Source: an optimization exercise on an open RTL-to-GDS flow (aim: small area). Production flows keep margins and buffers that such runs may drop.
In this exercise RTL edits were held to simulation tests only and were not proved equivalent to the original.
Power figures rest on the tool's default switching activity, not on a simulated workload.

==> xenon <==
==> flow/design.v <==
`timescale 1ns / 1ps
module ongoru_nor2 (input a, input b, output y);
    assign y = ~(a | b);
endmodule
module ongoru_coz (
    input  [4:0]  idx,
    input         en,
    output [31:0] y
);
    wire [3:0] pa_n = ~(4'd1 << idx[1:0]);
    wire [7:0] pb_n = ~({8{en}} & (8'd1 << idx[4:2]));
    genvar k;
    generate for (k = 0; k < 32; k = k + 1) begin : r
        ongoru_nor2 u (.a(pa_n[k%4]), .b(pb_n[k/4]), .y(y[k]));
    end endgenerate
endmodule
module ongoru_coz_h (
    input  [4:0]  idx,
    input         en,
    input         all,
    output [31:0] y
);
    wire [3:0] pa_n = ~((4'd1 << idx[1:0]) | {4{all}});
    wire [7:0] pb_n = ~(({8{en}} & (8'd1 << idx[4:2])) | {8{all}});
    genvar k;
    generate for (k = 0; k < 32; k = k + 1) begin : r
        ongoru_nor2 u (.a(pa_n[k%4]), .b(pb_n[k/4]), .y(y[k]));
    end endgenerate
endmodule
module ongoru_aoi222 (
    input a1, input a2, input b1, input b2, input c1, input c2,
    output y
);
    assign y = ~((a1 & a2) | (b1 & b2) | (c1 & c2));
endmodule
module ongoru_aoi22 (
    input a1, input a2, input b1, input b2,
    output y
);
    assign y = ~((a1 & a2) | (b1 & b2));
endmodule
module ongoru_oku_bit (
    input  [31:0] d,
    input  [31:0] sel,
    output q
);
    wire [10:0] t;
    genvar g;
    generate for (g = 0; g < 10; g = g + 1) begin : a
        ongoru_aoi222 u (.a1(d[3*g]), .a2(sel[3*g]), .b1(d[3*g+1]), .b2(sel[3*g+1]),
                         .c1(d[3*g+2]), .c2(sel[3*g+2]), .y(t[g]));
    end endgenerate
    ongoru_aoi22 u_son (.a1(d[30]), .a2(sel[30]), .b1(d[31]), .b2(sel[31]), .y(t[10]));
    assign q = ~&t;
endmodule
module ongoru_hedef_bit (
    input  [31:0] d,
    input  [31:0] sel,
    input  j, input sj,
    input  h, input sh,
    output q
);
    wire [11:0] t;
    genvar g;
    generate for (g = 0; g < 10; g = g + 1) begin : a
        ongoru_aoi222 u (.a1(d[3*g]), .a2(sel[3*g]), .b1(d[3*g+1]), .b2(sel[3*g+1]),
                         .c1(d[3*g+2]), .c2(sel[3*g+2]), .y(t[g]));
    end endgenerate
    ongoru_aoi222 u_son (.a1(d[30]), .a2(sel[30]), .b1(d[31]), .b2(sel[31]), .c1(j), .c2(sj), .y(t[10]));
    assign t[11] = ~(h & sh);
    assign q = ~&t;
endmodule
module ongoru_hedef (
    input  [1023:0] d,
    input  [31:0]   sel,
    input  [31:0]   j, input sj,
    input  [31:0]   h, input sh,
    output [31:0]   q
);
    genvar b, k;
    generate for (b = 0; b < 32; b = b + 1) begin : bit_
        wire [31:0] col;
        for (k = 0; k < 32; k = k + 1) begin : c
            assign col[k] = d[k*32 + b];
        end
        ongoru_hedef_bit u (.d(col), .sel(sel), .j(j[b]), .sj(sj), .h(h[b]), .sh(sh), .q(q[b]));
    end endgenerate
endmodule
module ongoru_fa (input a, input b, input ci, output s, output co);
    assign s  = a ^ b ^ ci;
    assign co = (a & b) | (ci & (a ^ b));
endmodule
module ongoru_topla (input [31:0] a, input [31:0] b, output [31:0] s);
    wire [10:0] c;
    assign c[0] = 1'b0;
    genvar i;
    generate for (i = 0; i < 10; i = i + 1) begin : lo
        ongoru_fa u (.a(a[i]), .b(b[i]), .ci(c[i]), .s(s[i]), .co(c[i+1]));
    end endgenerate
    wire [9:0] c0, c1;
    wire [8:0] s0, s1;
    assign c0[0] = 1'b0;
    assign c1[0] = 1'b1;
    generate for (i = 0; i < 9; i = i + 1) begin : mid
        ongoru_fa u0 (.a(a[10+i]), .b(b[10+i]), .ci(c0[i]), .s(s0[i]), .co(c0[i+1]));
        ongoru_fa u1 (.a(a[10+i]), .b(b[10+i]), .ci(c1[i]), .s(s1[i]), .co(c1[i+1]));
    end endgenerate
    assign s[18:10] = c[10] ? s1 : s0;
    wire c19 = c[10] ? c1[9] : c0[9];
    wire x = b[19];
    wire [12:0] p1, p0;
    assign p1[0] = 1'b1;
    assign p0[0] = 1'b1;
    generate for (i = 0; i < 12; i = i + 1) begin : hi
        assign p1[i+1] = p1[i] & a[19+i];
        assign p0[i+1] = p0[i] & ~a[19+i];
        assign s[19+i] = a[19+i] ^ ((c19 & ~x & p1[i]) | (~c19 & x & p0[i]));
    end endgenerate
    wire c31 = x ? (c19 | ~p0[12]) : (c19 & p1[12]);
    assign s[31] = a[31] ^ b[31] ^ c31;
endmodule
module ongoru_oku #(parameter W = 33) (
    input  [32*W-1:0] d,
    input  [31:0]     sel,
    output [W-1:0]    q
);
    genvar b, k;
    generate for (b = 0; b < W; b = b + 1) begin : bit_
        wire [31:0] col;
        for (k = 0; k < 32; k = k + 1) begin : c
            assign col[k] = d[k*W + b];
        end
        ongoru_oku_bit u (.d(col), .sel(sel), .q(q[b]));
    end endgenerate
endmodule
module ongoru_yaz #(parameter W = 32, parameter N = 32) (
    input  [N*W-1:0] q,
    input  [W-1:0]   wd,
    input  [N-1:0]   en,
    input  [N-1:0]   hold,
    output reg [N*W-1:0] d
);
    integer k;
    always @* begin
        for (k = 0; k < N; k = k + 1)
            d[k*W +: W] = ({W{en[k]}} & wd) | ({W{hold[k]}} & q[k*W +: W]);
    end
endmodule
module dallanmaOngorucu(
input rst_g,
input clk_g,
input [31:0] i_buyruk_adresi,
input [31:0] i_buyruk,
input is_jr,
input is_branch,
input is_jalr,
input is_j,
input is_jal,
input is_comp,
output [31:0] o_atlanan_adres,
output o_buyruk_ongoru,
input guncelle_gecerli_g,
input [31:0] i_eski_buyruk,
input [31:0] i_eski_buyruk_adresi,
input i_buyruk_atladi,
input [31:0] i_atlanan_adres,
input i_ongoru_yanlis
    );
    reg [31:0] r_atlanan_adres;
    reg        r_buyruk_ongoru;
    assign o_atlanan_adres = r_atlanan_adres;
    assign o_buyruk_ongoru = r_buyruk_ongoru;
    reg [1023:0] btb_t;
    reg [63:0]   btb_c;
    reg [7:0] bht;
    reg [2:0] bht_pointer;
    wire [4:0] r_idx = ((is_branch && guncelle_gecerli_g) ? {bht[4:1], i_buyruk_atladi} : bht[4:0])
                       ^ i_buyruk_adresi[6:2];
    wire [31:0] p_sel;
    ongoru_coz u_coz_p (.idx(r_idx), .en(is_branch), .y(p_sel));
    wire rd_p;
    ongoru_oku #(.W(1)) u_oku_p (.d({btb_c[63], btb_c[61], btb_c[59], btb_c[57], btb_c[55], btb_c[53], btb_c[51], btb_c[49],
                                      btb_c[47], btb_c[45], btb_c[43], btb_c[41], btb_c[39], btb_c[37], btb_c[35], btb_c[33],
                                      btb_c[31], btb_c[29], btb_c[27], btb_c[25], btb_c[23], btb_c[21], btb_c[19], btb_c[17],
                                      btb_c[15], btb_c[13], btb_c[11], btb_c[9],  btb_c[7],  btb_c[5],  btb_c[3],  btb_c[1]}),
                                 .sel(p_sel), .q(rd_p));
    wire upd_br  = (i_eski_buyruk[6:0] == 7'b1100011) && guncelle_gecerli_g;
    wire upd_j   = ((i_eski_buyruk[6:0] == 7'b1100111) || (is_comp && (i_eski_buyruk[15:12] == 4'b1001)))
                   && i_ongoru_yanlis;
    wire upd_c   = upd_br && i_ongoru_yanlis;
    wire [7:0] bht_sh = is_branch ? {bht[6:0], rd_p} : bht;
    wire [15:0] bht_ext = {8'd0, bht};
    wire [4:1] bht_rwd = {bht_ext[bht_pointer+4], bht_ext[bht_pointer+3], bht_ext[bht_pointer+2], bht_ext[bht_pointer+1]};
    wire [7:0] bht_next = upd_c ? {bht_sh[7:5], bht_rwd, i_buyruk_atladi} : bht_sh;
    wire [15:0] bht_next_ext = {8'd0, bht_next};
    wire [4:0] w_idx = {i_eski_buyruk_adresi[4], bht_next_ext[bht_pointer +: 4] ^ i_eski_buyruk_adresi[3:0]};
    wire [2:0] bht_pointer_next = upd_br ? ((bht_pointer != 3'd0) ? (is_branch ? bht_pointer : bht_pointer - 3'd1) : 3'd0)
                                         : (is_branch ? bht_pointer + 3'd1 : bht_pointer);
    wire [31:0] en_c;
    ongoru_coz_h u_coz_c (.idx(w_idx), .en(upd_c), .all(rst_g), .y(en_c));
    wire [1:0] old_c;
    ongoru_oku #(.W(2)) u_oku_c (.d(btb_c), .sel(en_c), .q(old_c));
    wire [1:0] new_c = i_buyruk_atladi ? ((old_c == 2'b11) ? 2'b11 : old_c + 2'b01)
                                       : ((old_c == 2'b00) ? 2'b00 : old_c - 2'b01);
    wire [31:0] w_t    = i_ongoru_yanlis ? i_atlanan_adres : i_eski_buyruk_adresi;
    wire [1:0]  w_c    = rst_g ? 2'b11 : new_c;
    wire [31:0] en_t;
    ongoru_coz u_coz_t (.idx(w_idx), .en((upd_br | upd_j) & ~rst_g), .y(en_t));
    wire [31:0] hold_t = ~(en_t | {32{rst_g}});
    wire [1023:0] btb_t_d;
    wire [63:0]   btb_c_d;
    ongoru_yaz #(.W(32), .N(32)) u_yaz_t (.q(btb_t), .wd(w_t), .en(en_t), .hold(hold_t), .d(btb_t_d));
    ongoru_yaz #(.W(2),  .N(32)) u_yaz_c (.q(btb_c), .wd(w_c), .en(en_c), .hold(~en_c), .d(btb_c_d));
    always @(posedge clk_g) begin
        btb_t <= btb_t_d;
        btb_c <= btb_c_d;
    end
    wire [31:0] imm_jal = {{13{i_buyruk[31]}}, i_buyruk[19:12], i_buyruk[20], i_buyruk[30:21]};
    wire [31:0] imm_j   = {1'b0, {21{i_buyruk[11]}}, i_buyruk[4], i_buyruk[9:8], i_buyruk[10], i_buyruk[6], i_buyruk[7], i_buyruk[3:1], i_buyruk[5]};
    wire [31:0] jsum;
    ongoru_topla u_topla (.a(i_buyruk_adresi), .b(is_j ? imm_j : imm_jal), .s(jsum));
    wire s_jump = (is_j || is_jal) && !rst_g;
    wire s_tab  = (is_branch || is_jr || is_jalr) && !(is_j || is_jal) && !rst_g;
    wire s_hold = !(is_branch || is_jr || is_jalr || is_j || is_jal) && !rst_g;
    wire [31:0] t_sel;
    ongoru_coz u_coz_h (.idx(r_idx), .en(s_tab), .y(t_sel));
    wire [31:0] r_atlanan_adres_d;
    ongoru_hedef u_hedef (.d(btb_t), .sel(t_sel), .j(jsum), .sj(s_jump), .h(r_atlanan_adres), .sh(s_hold),
                          .q(r_atlanan_adres_d));
    always @(posedge clk_g) begin
        r_atlanan_adres <= r_atlanan_adres_d;
        if (rst_g) begin
            bht <= 8'd0;
            bht_pointer <= 3'd0;
            r_buyruk_ongoru <= 1'b0;
        end else begin
            bht <= bht_next;
            bht_pointer <= bht_pointer_next;
            if (is_branch)
                r_buyruk_ongoru <= rd_p;
        end
    end
endmodule
==> flow/flow/run.sh <==
#!/bin/bash
# Own layout flow: the standard synthesis unchanged, then the standard
# ORFS steps with a few extra settings:
#  - remove the buffers abc inserted (repair_design re-buffers what needs it)
#  - port buffers use the smallest buffer cell
#  - CTS with clkbuf_8 leaf clusters of at most 16 sinks and no dummy loads
set -euo pipefail
bash standard.sh synth > log_synth.txt 2>&1
bash standard.sh \
  REMOVE_ABC_BUFFERS=1 \
  "BUFFER_PORTS_ARGS=-buffer_cell sky130_fd_sc_hd__buf_1" \
  "CTS_ARGS=-sink_clustering_enable -repair_clock_nets -dont_use_dummy_load -buf_list {sky130_fd_sc_hd__clkbuf_8} -sink_clustering_size 16 -sink_clustering_max_diameter 60" \
  finish > log_finish.txt 2>&1
==> flow/standard.sh <==
#!/bin/bash
# synth_recipe.tcl (not shown) runs the flow's synth.tcl, then flattens the netlist and writes it again
# the make line also repeats each setting of config.mk as NAME=value (left out here)
make -C /OpenROAD-flow-scripts/flow DESIGN_CONFIG=/design/flow/config.mk WORK_HOME=/design/flow/orfs CLKGATE_MAP_FILE= SYNTH_SCRIPT=/design/flow/synth_recipe.tcl "${@:-finish}"
==> flow/config.mk <==
export PLATFORM = sky130hd
export DESIGN_NAME = dallanmaOngorucu
export DESIGN_NICKNAME = dallanmaOngorucu
export VERILOG_FILES = /design/flow/design.v
export SDC_FILE = /design/flow/constraint.sdc
export NUM_CORES = 4
export LEC_CHECK = 0
export CAP_MARGIN = 5
export CORE_MARGIN = 2
export CORE_UTILIZATION = 60
export SLEW_MARGIN = 5
export SYNTH_HIERARCHICAL = 1
==> flow/constraint.sdc <==
create_clock -name core_clock -period 10.0 [get_ports {clk_g}]
set_input_delay 2.0000 -clock core_clock [delete_from_list [all_inputs] [get_ports {clk_g}]]
set_output_delay 2.0000 -clock core_clock [all_outputs]
set_load 0.01 [all_outputs]
==> lagoon (differences from xenon) <==
Settings changed: CAP_MARGIN 5 to 20, CORE_UTILIZATION 60 to 70, SLEW_MARGIN 5 to 20.
==> tundra (differences from xenon) <==
==> flow/flow/run.sh (replaced) <==
#!/bin/bash
# Own layout flow: the standard synthesis unchanged, then the standard
# ORFS steps with a few extra settings:
#  - remove the buffers abc inserted (repair_design re-buffers what needs it)
#  - port buffers use the smallest buffer cell
#  - CTS with clkbuf_16 leaf clusters of at most 30 sinks and no dummy loads
set -euo pipefail
bash standard.sh synth > log_synth.txt 2>&1
bash standard.sh \
  REMOVE_ABC_BUFFERS=1 \
  "BUFFER_PORTS_ARGS=-buffer_cell sky130_fd_sc_hd__buf_1" \
  "CTS_ARGS=-sink_clustering_enable -repair_clock_nets -dont_use_dummy_load -buf_list {sky130_fd_sc_hd__clkbuf_16} -sink_clustering_size 30 -sink_clustering_max_diameter 60" \
  finish > log_finish.txt 2>&1
Settings changed: CAP_MARGIN 5 to 20, CORE_UTILIZATION 60 to 70, SLEW_MARGIN 5 to 20.
==> qor summary <==
| quantity | lagoon | xenon | tundra |
|---|---|---|---|
| Outcome | complete, no violations | complete, no violations | complete, no violations |
| Violation count after the first detailed-routing iteration | 6894 | 6237 | 6886 |
| First-pass GRT wire length | 222000 µm | 227000 µm | 222000 µm |
| Depth of the worst register-to-register path | 24 | 20 | 24 |
| Clock buffers created by TritonCTS | 81 | 84 | 55 |
| Worst hold margin | 0.475 ns | 0.478 ns | 0.476 ns |
| Tap cell count | 837 | 959 | 837 |
| Detailed-router iteration count before antenna repair | 13 | 12 | 12 |
| Transition time at the pin with the least slew margin | 1.11 ns | 1.26 ns | 1.14 ns |
| M3 GR Usage | 12.5% | 9.89% | 12.7% |
| Worst reg2reg setup slack | 2.74 ns | 2.59 ns | 2.55 ns |
| Number of antenna violations at the first check in global routing | 10 | 9 | 7 |
| Worst setup skew after layout | 0.0931 ns | 0.101 ns | 0.109 ns |
| Clock buf/inv share | 2.48% | 2.56% | 3.04% |
| Area of the die | 0.0647 mm² | 0.0753 mm² | 0.0647 mm² |
| Clock buffers | 81 | 84 | 55 |
| Post-detailed-placement half-perimeter wirelength | 90100 µm | 92500 µm | 90100 µm |
| Clock network fraction of total power | 28.3% | 28.8% | 30.6% |
| Hold EP | btb_t[199]$_DFF_P_ | r_buyruk_ongoru$_SDFFE_PP0P_ | btb_c[14]$_DFF_P_ |
| Number of filler instances in the final layout | 4410 | 5717 | 4358 |
| Worst slack at placement | 0.338 ns | 0.308 ns | 0.338 ns |
| Multi-input gate area | 0.0185 mm² | 0.0185 mm² | 0.0185 mm² |
| Combinational cell power | 0.742 mW | 0.746 mW | 0.743 mW |
| Fraction of cell area in non-clock buffers | 3.35% | 3.29% | 3.33% |
| Overall power of the completed layout | 7.52 mW | 7.59 mW | 7.77 mW |

[port drivers added, routing unchanged]
The flow's constraints put no driver on any port. The routed layouts listed below were extracted and timed again, unchanged, in two steps. Step 1 assumes that a clkbuf_16 drives the clock port and a buf_2 every other input. Step 2 also shifts input and output timing later by t, the mid clock arrival at the registers, as if the neighbouring blocks saw the same clock. Slacks: ideal ports / drivers / drivers and shift; pairs: ideal ports / drivers.
run	t, ns	setup slack, ns	slew at the worst register clock pin (ns)
xenon	0.758	0.918 / 0.957 / 0.199	0.11 / 0.11
lagoon	0.775	0.908 / 0.950 / 0.175	0.11 / 0.11
tundra	0.704	0.787 / 0.829 / 0.125	0.12 / 0.12
After both steps setup and hold are still met in every run listed. The setup slack of lagoon, which loses most, moves by +0.042 ns with the drivers and by -0.733 ns with both steps.
